Background: an optimization exercise with open tools, aiming at small area and a short achievable clock period. Do not read the settings as production practice.
Where RTL was checked, it was by simulation tests only, not by an equivalence proof against the original.
The flow treats the clock pin as an ideal source, which a real chip does not have.
Power and IR drop assume default switching activity.

==> v6: inputs <==
==> flow/design.v <==
module rv32i_irq_core (
  input         clk_i,
  input         rst_n_i,
  output [31:0] instr_addr_o,
  input  [31:0] instr_rdata_i,
  input  [31:0] data_rdata_i,
  output        data_req_o,
  output        data_we_o,
  output [3:0]  data_be_o,
  output [31:0] data_addr_o,
  output [31:0] data_wdata_o,
  input  [31:0] int_req_i,
  output [31:0] int_fin_o
);
  logic [31:0] pc;
  logic [31:0] mie, mtvec, mscratch, mepc, mcause;
  logic [1:0]  lsu_state;           
  logic        req_q, we_q;
  logic [3:0]  be_q;
  logic [31:0] addr_q, wdata_q;
  logic [4:0]  irq_cnt;
  logic        irq_buf, irq_o;
  logic [31:0] fin_q;
  assign instr_addr_o = pc;
  assign data_req_o   = req_q;
  assign data_we_o    = we_q;
  assign data_be_o    = be_q;
  assign data_addr_o  = addr_q;
  assign data_wdata_o = wdata_q;
  assign int_fin_o    = fin_q;
  wire [31:0] ir  = instr_rdata_i;
  wire [6:0]  op  = ir[6:0];
  wire [2:0]  f3  = ir[14:12];
  wire [6:0]  f7  = ir[31:25];
  wire [4:0]  rd  = ir[11:7];
  wire [4:0]  rs1 = ir[19:15];
  wire [4:0]  rs2 = ir[24:20];
  wire is_r     = op == 7'b0110011;
  wire is_i     = op == 7'b0010011;
  wire is_ld    = op == 7'b0000011;
  wire is_st    = op == 7'b0100011;
  wire is_br    = op == 7'b1100011;
  wire is_jal   = op == 7'b1101111;
  wire is_jalr  = op == 7'b1100111;
  wire is_lui   = op == 7'b0110111;
  wire is_auipc = op == 7'b0010111;
  wire is_sys   = op == 7'b1110011;
  wire is_fence = op == 7'b0001111;
  wire f7_zero = f7 == 7'b0000000;
  wire f7_alt  = f7 == 7'b0100000;
  wire r_ok   = f7_zero | (f7_alt & (f3 == 3'd0 || f3 == 3'd5));
  wire i_ok   = (f3 == 3'd1) ? f7_zero : (f3 == 3'd5) ? (f7_zero | f7_alt) : 1'b1;
  wire ld_ok  = f3 != 3'd3 && f3 != 3'd6 && f3 != 3'd7;
  wire st_ok  = f3 == 3'd0 || f3 == 3'd1 || f3 == 3'd2;
  wire br_ok  = f3 != 3'd2 && f3 != 3'd3;
  wire f3_z   = f3 == 3'd0;
  wire int_take = irq_o & (is_r | is_i | is_ld | is_st | is_br | is_jal |
                           is_jalr | is_lui | is_auipc | is_fence);
  wire mret     = is_sys & f3_z;
  wire mem_req  = (is_ld & ld_ok) | (is_st & st_ok);
  wire stall    = (lsu_state == 2'd0) & mem_req;
  wire gpr_we   = (is_r & r_ok) | (is_i & i_ok) | (is_ld & ld_ok) | is_jal |
                  (is_jalr & f3_z) | is_lui | is_auipc |
                  (is_sys & (f3 == 3'd1 || f3 == 3'd2 || f3 == 3'd3));
  wire [31:0] imm_i = {{20{ir[31]}}, ir[31:20]};
  wire [31:0] imm_s = {{20{ir[31]}}, ir[31:25], ir[11:7]};
  wire [31:0] imm_b = {{20{ir[31]}}, ir[7], ir[30:25], ir[11:8], 1'b0};
  wire [31:0] imm_j = {{13{ir[31]}}, ir[19:12], ir[20], ir[30:21]};
  wire [31:0] imm_u = {ir[31:12], 12'd0};
  logic [31:0] gpr [1:31];
  logic [31:0] wb;
  wire [1023:0] gpr_flat;
  assign gpr_flat[31:0] = 32'd0;
  genvar g;
  generate
    for (g = 1; g < 32; g = g + 1) begin : g_gpr
      assign gpr_flat[g*32 +: 32] = gpr[g];
      always_ff @(posedge clk_i)
        if (gpr_we && rd == g) gpr[g] <= wb;
    end
  endgenerate
  wire [31:0] rd1 = gpr_flat[rs1*32 +: 32];
  wire [31:0] rd2 = gpr_flat[rs2*32 +: 32];
  wire use_rs2 = is_r | is_br;
  wire [31:0] b_op = use_rs2 ? rd2 : (is_st ? imm_s : imm_i);
  wire sub = is_br | ((is_r | is_i) & (f3 == 3'd2 || f3 == 3'd3)) |
             (is_r & f3_z & f7[5]);
  wire [33:0] sum_x = {1'b0, rd1, 1'b1} + {1'b0, b_op ^ {32{sub}}, sub};
  wire [31:0] sum   = sum_x[32:1];
  wire        cout  = sum_x[33];
  wire ltu = ~cout;
  wire lt  = (rd1[31] ^ b_op[31]) ? rd1[31] : sum[31];
  wire eq  = rd1 == rd2;
  wire [4:0]  shamt  = is_r ? rd2[4:0] : rs2;
  wire        sh_left = ~f3[2];
  wire        sh_arith = f7[5];
  logic [31:0] sh_in, sh_out, sh_res;
  always_comb
    for (int k = 0; k < 32; k++) sh_in[k] = sh_left ? rd1[31-k] : rd1[k];
  wire [32:0] sh_ext = {sh_arith & ~sh_left & rd1[31], sh_in};
  assign sh_out = 32'($signed(sh_ext) >>> shamt);
  always_comb
    for (int k = 0; k < 32; k++) sh_res[k] = sh_left ? sh_out[31-k] : sh_out[k];
  logic [31:0] alu;
  always_comb
    case (f3)
      3'd0: alu = sum;
      3'd1: alu = sh_res;
      3'd2: alu = {31'd0, lt};
      3'd3: alu = {31'd0, ltu};
      3'd4: alu = rd1 ^ b_op;
      3'd5: alu = sh_res;
      3'd6: alu = rd1 | b_op;
      default: alu = rd1 & b_op;
    endcase
  logic br_cond;
  always_comb
    case (f3)
      3'd0: br_cond = eq;
      3'd1: br_cond = ~eq;
      3'd4: br_cond = lt;
      3'd5: br_cond = ~lt;
      3'd6: br_cond = ltu;
      3'd7: br_cond = ~ltu;
      default: br_cond = 1'b0;
    endcase
  wire [31:0] pc4    = {pc[31:2] + 30'd1, pc[1:0]};
  wire [31:0] pc_off = is_br ? imm_b : (is_jal ? imm_j : imm_u);
  wire [31:0] pc_imm = pc + pc_off;
  logic [7:0] ld_b8;
  always_comb
    case (sum[1:0])
      2'd0: ld_b8 = data_rdata_i[7:0];
      2'd1: ld_b8 = data_rdata_i[15:8];
      2'd2: ld_b8 = data_rdata_i[23:16];
      default: ld_b8 = data_rdata_i[31:24];
    endcase
  wire [15:0] ld_h16 = sum[1] ? data_rdata_i[31:16] : data_rdata_i[15:0];
  logic [31:0] ld_data;
  always_comb
    case (f3)
      3'd0, 3'd4: ld_data = {{24{ld_b8[7] & ~f3[2]}}, ld_b8};
      3'd1, 3'd5: ld_data = sum[0] ? 32'd0 : {{16{ld_h16[15] & ~f3[2]}}, ld_h16};
      3'd2: ld_data = data_rdata_i;
      default: ld_data = 32'd0;
    endcase
  wire [11:0] csr_a = ir[31:20];
  wire a_mie = csr_a == 12'h304;
  wire a_mtvec = csr_a == 12'h305;
  wire a_mscratch = csr_a == 12'h340;
  wire a_mepc = csr_a == 12'h341;
  wire a_mcause = csr_a == 12'h342;
  wire [31:0] csr_rd = ({32{a_mie}} & mie) | ({32{a_mtvec}} & mtvec) |
                       ({32{a_mscratch}} & mscratch) | ({32{a_mepc}} & mepc) |
                       ({32{a_mcause}} & mcause);
  logic [31:0] csr_wv;
  always_comb
    case (f3[1:0])
      2'd0: csr_wv = 32'd0;
      2'd1: csr_wv = rd1;
      2'd2: csr_wv = rd1 | csr_rd;
      default: csr_wv = ~rd1 & csr_rd;
    endcase
  wire csr_wr   = is_sys & (f3[1] | f3[0]);
  wire csr_trap = is_sys ? f3[2] : int_take;    
  always_comb
    if (is_r | is_i)         wb = alu;
    else if (is_ld)          wb = ld_data;
    else if (is_sys)         wb = csr_rd;
    else if (is_jal|is_jalr) wb = pc4;
    else if (is_lui)         wb = imm_u;
    else                     wb = pc_imm;
  always_ff @(posedge clk_i)
    if (!rst_n_i) pc <= 32'd0;
    else if (!stall) begin
      if (int_take)                 pc <= mtvec;
      else if (mret)                pc <= mepc;
      else if (is_jalr & f3_z)      pc <= sum;
      else if (is_jal | (is_br & br_ok & br_cond)) pc <= pc_imm;
      else                          pc <= pc4;
    end
  always_ff @(posedge clk_i)
    if (!rst_n_i) begin
      mie <= 32'd0; mtvec <= 32'd0; mscratch <= 32'd0;
      mepc <= 32'd0; mcause <= 32'd0;
    end else begin
      if (csr_wr & a_mie)      mie <= csr_wv;
      if (csr_wr & a_mtvec)    mtvec <= csr_wv;
      if (csr_wr & a_mscratch) mscratch <= csr_wv;
      if (csr_trap)            mepc <= pc;
      else if (csr_wr & a_mepc) mepc <= csr_wv;
      if (csr_trap)            mcause <= {1'b1, 26'd0, irq_cnt};
      else if (csr_wr & a_mcause) mcause <= csr_wv;
    end
  always_ff @(posedge clk_i)
    if (!rst_n_i) begin
      lsu_state <= 2'd0;
      req_q <= 1'b0;
      we_q <= 1'b0;
    end else
      case (lsu_state)
        2'd0:
          if (mem_req) begin
            req_q <= 1'b1;
            we_q <= is_st;
            lsu_state <= is_st ? 2'd1 : 2'd2;
          end else begin
            req_q <= 1'b0;
            we_q <= 1'b0;
          end
        2'd1: begin
          req_q <= mem_req;
          we_q <= is_st;
          lsu_state <= 2'd0;
        end
        default: begin
          req_q <= mem_req;
          lsu_state <= 2'd0;
        end
      endcase
  always_ff @(posedge clk_i)
    if (rst_n_i && lsu_state == 2'd0 && mem_req) begin
      addr_q <= sum;
      if (is_st) begin
        case (f3[1:0])
          2'd0: begin
            wdata_q <= {4{rd2[7:0]}};
            be_q <= 4'b0001 << sum[1:0];
          end
          2'd1: begin
            wdata_q <= {2{rd2[15:0]}};
            be_q <= (sum[1:0] == 2'd2) ? 4'b1100 : 4'b0011;
          end
          default: begin
            wdata_q <= rd2;
            be_q <= 4'b1111;
          end
        endcase
      end
    end
  wire [31:0] irq_pend = mie & int_req_i;
  wire irq_hit = irq_pend[irq_cnt];
  always_ff @(posedge clk_i)
    if (!rst_n_i) begin
      irq_cnt <= 5'd0;
      irq_buf <= 1'b0;
      irq_o <= 1'b0;
      fin_q <= 32'd0;
    end else if (mret) begin
      fin_q[irq_cnt] <= irq_hit;
      irq_cnt <= 5'd0;
      irq_buf <= 1'b0;
    end else if (!irq_hit)
      irq_cnt <= irq_cnt + 5'd1;
    else begin
      irq_o <= ~irq_buf;
      irq_buf <= 1'b1;
    end
endmodule
==> flow/run.sh <==
#!/bin/bash
# synth_recipe.tcl (not shown) runs the flow's synth.tcl, then flattens the netlist and writes it again
# the make line also repeats each setting of config.mk as NAME=value (left out here)
make -C /OpenROAD-flow-scripts/flow DESIGN_CONFIG=/design/flow/config.mk WORK_HOME=/design/flow/orfs CLKGATE_MAP_FILE= SYNTH_SCRIPT=/design/flow/synth_recipe.tcl finish
==> flow/config.mk <==
export PLATFORM = sky130hd
export DESIGN_NAME = rv32i_irq_core
export DESIGN_NICKNAME = rv32i_irq_core
export VERILOG_FILES = /design/flow/design.v
export SDC_FILE = /design/flow/constraint.sdc
export NUM_CORES = 4
export LEC_CHECK = 0
export CAP_MARGIN = 20
export CELL_PAD_IN_SITES_DETAIL_PLACEMENT = 2
export CELL_PAD_IN_SITES_GLOBAL_PLACEMENT = 4
export CORE_MARGIN = 2
export CORE_UTILIZATION = 30
export SLEW_MARGIN = 20
==> flow/constraint.sdc <==
create_clock -name core_clock -period 12.0 [get_ports {clk_i}]
set_input_delay 2.4000 -clock core_clock [delete_from_list [all_inputs] [get_ports {clk_i}]]
set_output_delay 2.4000 -clock core_clock [all_outputs]
set_load 0.01 [all_outputs]
==> inputs of v18, as changes to v6 <==
--- a/flow/design.v
+++ b/flow/design.v
@@ -71,4 +71,26 @@
   logic [31:0] wb;
-  wire [1023:0] gpr_flat;
-  assign gpr_flat[31:0] = 32'd0;
+  logic [31:0] wq_data;
+  logic [4:0]  wq_rd;
+  logic        wq_en;
+  always_ff @(posedge clk_i) begin
+    wq_en   <= gpr_we & (rd != 5'd0);
+    wq_rd   <= rd;
+    wq_data <= wb;
+  end
+  logic [31:0] gx [0:31];
+  always_comb begin
+    gx[0] = 32'd0;
+    for (int k = 1; k < 32; k++) gx[k] = gpr[k];
+  end
+  logic [31:0] rf1, rf2;
+  always_comb begin
+    rf1 = 32'd0;
+    rf2 = 32'd0;
+    for (int j = 0; j < 8; j++) begin
+      rf1 = rf1 | ({32{rs1[4:2] == j}} & gx[4*j + rs1[1:0]]);
+      rf2 = rf2 | ({32{rs2[4:2] == j}} & gx[4*j + rs2[1:0]]);
+    end
+  end
+  wire [31:0] rd1 = (wq_en && wq_rd == rs1) ? wq_data : rf1;
+  wire [31:0] rd2 = (wq_en && wq_rd == rs2) ? wq_data : rf2;
   genvar g;
@@ -76,9 +98,6 @@
     for (g = 1; g < 32; g = g + 1) begin : g_gpr
-      assign gpr_flat[g*32 +: 32] = gpr[g];
       always_ff @(posedge clk_i)
-        if (gpr_we && rd == g) gpr[g] <= wb;
+        if (wq_en && wq_rd == g) gpr[g] <= wq_data;
     end
   endgenerate
-  wire [31:0] rd1 = gpr_flat[rs1*32 +: 32];
-  wire [31:0] rd2 = gpr_flat[rs2*32 +: 32];
   wire use_rs2 = is_r | is_br;
@@ -87,8 +106,45 @@
              (is_r & f3_z & f7[5]);
-  wire [33:0] sum_x = {1'b0, rd1, 1'b1} + {1'b0, b_op ^ {32{sub}}, sub};
-  wire [31:0] sum   = sum_x[32:1];
-  wire        cout  = sum_x[33];
+  wire [31:0] ka = rd1;
+  wire [31:0] kb = b_op ^ {32{sub}};
+  wire [31:0] kp = ka ^ kb;
+  logic [31:0] kg_l [0:5];
+  logic [31:0] kp_l [0:5];
+  always_comb begin
+    kg_l[0] = ka & kb;
+    kg_l[0][0] = (ka[0] & kb[0]) | (kp[0] & sub);
+    kp_l[0] = kp;
+    for (int l = 0; l < 5; l++)
+      for (int k = 0; k < 32; k++)
+        if (k >= (1 << l)) begin
+          kg_l[l+1][k] = kg_l[l][k] | (kp_l[l][k] & kg_l[l][k - (1 << l)]);
+          kp_l[l+1][k] = kp_l[l][k] & kp_l[l][k - (1 << l)];
+        end else begin
+          kg_l[l+1][k] = kg_l[l][k];
+          kp_l[l+1][k] = kp_l[l][k];
+        end
+  end
+  wire [31:0] kc  = {kg_l[5][30:0], sub};      
+  wire [31:0] sum = kp ^ kc;
+  wire        cout = kg_l[5][31];
   wire ltu = ~cout;
   wire lt  = (rd1[31] ^ b_op[31]) ? rd1[31] : sum[31];
-  wire eq  = rd1 == rd2;
+  logic [30:0] cl_l [0:5];
+  logic [30:0] ce_l [0:5];
+  always_comb begin
+    cl_l[0] = ~rd1[30:0] & rd2[30:0];
+    ce_l[0] = ~(rd1[30:0] ^ rd2[30:0]);
+    for (int l = 0; l < 5; l++)
+      for (int k = 0; k < 31; k++)
+        if (k >= (1 << l)) begin
+          cl_l[l+1][k] = cl_l[l][k] | (ce_l[l][k] & cl_l[l][k - (1 << l)]);
+          ce_l[l+1][k] = ce_l[l][k] & ce_l[l][k - (1 << l)];
+        end else begin
+          cl_l[l+1][k] = cl_l[l][k];
+          ce_l[l+1][k] = ce_l[l][k];
+        end
+  end
+  wire eq31   = ~(rd1[31] ^ rd2[31]);
+  wire eq     = eq31 & ce_l[5][30];
+  wire br_ltu = (~rd1[31] & rd2[31]) | (eq31 & cl_l[5][30]);
+  wire br_lt  = (rd1[31] & ~rd2[31]) | (eq31 & cl_l[5][30]);
   wire [4:0]  shamt  = is_r ? rd2[4:0] : rs2;
@@ -120,6 +176,6 @@
       3'd1: br_cond = ~eq;
-      3'd4: br_cond = lt;
-      3'd5: br_cond = ~lt;
-      3'd6: br_cond = ltu;
-      3'd7: br_cond = ~ltu;
+      3'd4: br_cond = br_lt;
+      3'd5: br_cond = ~br_lt;
+      3'd6: br_cond = br_ltu;
+      3'd7: br_cond = ~br_ltu;
       default: br_cond = 1'b0;
@@ -172,11 +228,14 @@
     else                     wb = pc_imm;
+  wire br_taken = ~int_take & is_br & br_ok & br_cond;
+  logic [31:0] npc_other;
+  always_comb
+    if (int_take)                npc_other = mtvec;
+    else if (mret)               npc_other = mepc;
+    else if (is_jalr & f3_z)     npc_other = sum;
+    else if (is_jal)             npc_other = pc_imm;
+    else                         npc_other = pc4;
+  wire [31:0] npc = br_taken ? pc_imm : npc_other;
   always_ff @(posedge clk_i)
     if (!rst_n_i) pc <= 32'd0;
-    else if (!stall) begin
-      if (int_take)                 pc <= mtvec;
-      else if (mret)                pc <= mepc;
-      else if (is_jalr & f3_z)      pc <= sum;
-      else if (is_jal | (is_br & br_ok & br_cond)) pc <= pc_imm;
-      else                          pc <= pc4;
-    end
+    else if (!stall) pc <= npc;
   always_ff @(posedge clk_i)
==> flow/flow/run.sh (new file) <==
#!/bin/bash
# Own layout flow: the standard ORFS flow (standard.sh, unchanged synthesis
# script and registers) with these ORFS variables changed:
#  - ADDER_MAP_FILE empty: Yosys does not extract full/half adder cells before
#    ABC, so ABC maps the adders together with the logic around them;
#  - CTS_ARGS: ORFS's default clock_tree_synthesis arguments plus
#    -dont_use_dummy_load (no dummy load cells in the clock tree) and larger
#    sink clusters (up to 30 sinks, 100 um), so fewer leaf clock buffers;
#  - BUFFER_PORTS_ARGS: every input and output port still gets a buffer, a
#    sky130_fd_sc_hd__buf_1 instead of the default pick (repair_timing
#    resizes the ones on critical paths);
set -euo pipefail
bash standard.sh \
  ADDER_MAP_FILE= \
  "CTS_ARGS=-sink_clustering_enable -repair_clock_nets -dont_use_dummy_load -sink_clustering_size 30 -sink_clustering_max_diameter 100" \
  "BUFFER_PORTS_ARGS=-buffer_cell sky130_fd_sc_hd__buf_1" \
  SETUP_SLACK_MARGIN=6 \
  finish > flow_make.log 2>&1
==> flow/standard.sh (new file) <==
#!/bin/bash
# synth_recipe.tcl (not shown) runs the flow's synth.tcl, then flattens the netlist and writes it again
# the make line also repeats each setting of config.mk as NAME=value (left out here)
make -C /OpenROAD-flow-scripts/flow DESIGN_CONFIG=/design/flow/config.mk WORK_HOME=/design/flow/orfs CLKGATE_MAP_FILE= SYNTH_SCRIPT=/design/flow/synth_recipe.tcl "${@:-finish}"
CELL_PAD_IN_SITES_DETAIL_PLACEMENT = 1   (was 2)
CELL_PAD_IN_SITES_GLOBAL_PLACEMENT = 2   (was 4)
CORE_UTILIZATION = 35   (was 30)
SETUP_SLACK_MARGIN = 5   (was default)
TNS_END_PERCENT = 10   (was default)
removed: flow/run.sh
==> comparison table <==
|  | v18 | v6 |
|---|---|---|
| Die Y | 473 um | 498 um |
| Stage delay of the slowest cell on the critical path | 1.01 ns | 0.85 ns |
| Overall routing resource usage | 39.2% | 32.9% |
| Depth of the worst register-to-register path | 15 | 23 |
| Total leakage power | 31.8 nW | 29.8 nW |
| Sequential-cell power consumption | 5.21 mW | 4.94 mW |
| Via count of the first global-routing pass | 67.3k | 61.3k |
| Row count | 172 | 181 |
| Peak VDD IR | 0.110 mV | 0.159 mV |
| Power per cell area | 119 nW/um^2 | 142 nW/um^2 |
| Number of buffers other than clock buffers in the final layout | 984 | 596 |
| Global-route wire length before repair | 601 mm | 560 mm |
| Worst slack on hold paths | 0.463 ns | 0.490 ns |
| Setup WS pre-CTS | 2.14 ns | 1.46 ns |
| Detailed-route vias per instance | 6.70 | 6.15 |
| Clock tree sinks | 1,333 | 1,295 |
| Share of cells above drive strength 1 | 23.0% | 20.8% |
| Total placed instance area | 81,900 sq um | 80,700 sq um |
| Final Util | 42.3% | 35.5% |
| Final antenna diode count | 9 | 7 |
| Internal reg-to-reg setup slack | 5.98 ns | 4.58 ns |
| Status | no timing/DRC/antenna violations | no timing/DRC/antenna violations |
Only the layout flow was run in v6; the RTL was not checked for function there.

static timing again, ports no longer ideal:
In the flow no input, the clock included, has a driving cell. The finished layouts below were timed again as built, in two steps. Step 1, drivers: a clkbuf_16 drives clk_i and a buf_2 each remaining input, both assumed. Step 2, shift: input delay + t, output delay - t, t = (earliest + latest rising clock arrival at the registers) / 2. This alone moves slack from input paths to output paths. Three values: ideal ports, drivers, drivers and shift; two values: the first two.
run | t (ns) | setup slack, ns | worst hold slack (ns) | slew at the worst register clock pin (ns) | worst slew at a driven data input, ns
v6 | 0.905 | 2.116 / 2.188 / 1.283 | 0.490 / 0.490 / 0.490 | 0.07 / 0.07 | 0.08
v18 | 0.843 | 5.131 / 4.991 / 4.148 | 0.463 / 0.463 / 0.463 | 0.12 / 0.12 | 0.39
After both steps setup and hold are still met in every run listed. The setup slack of v18, which loses most, moves by -0.140 ns with the drivers and by -0.983 ns with both steps.
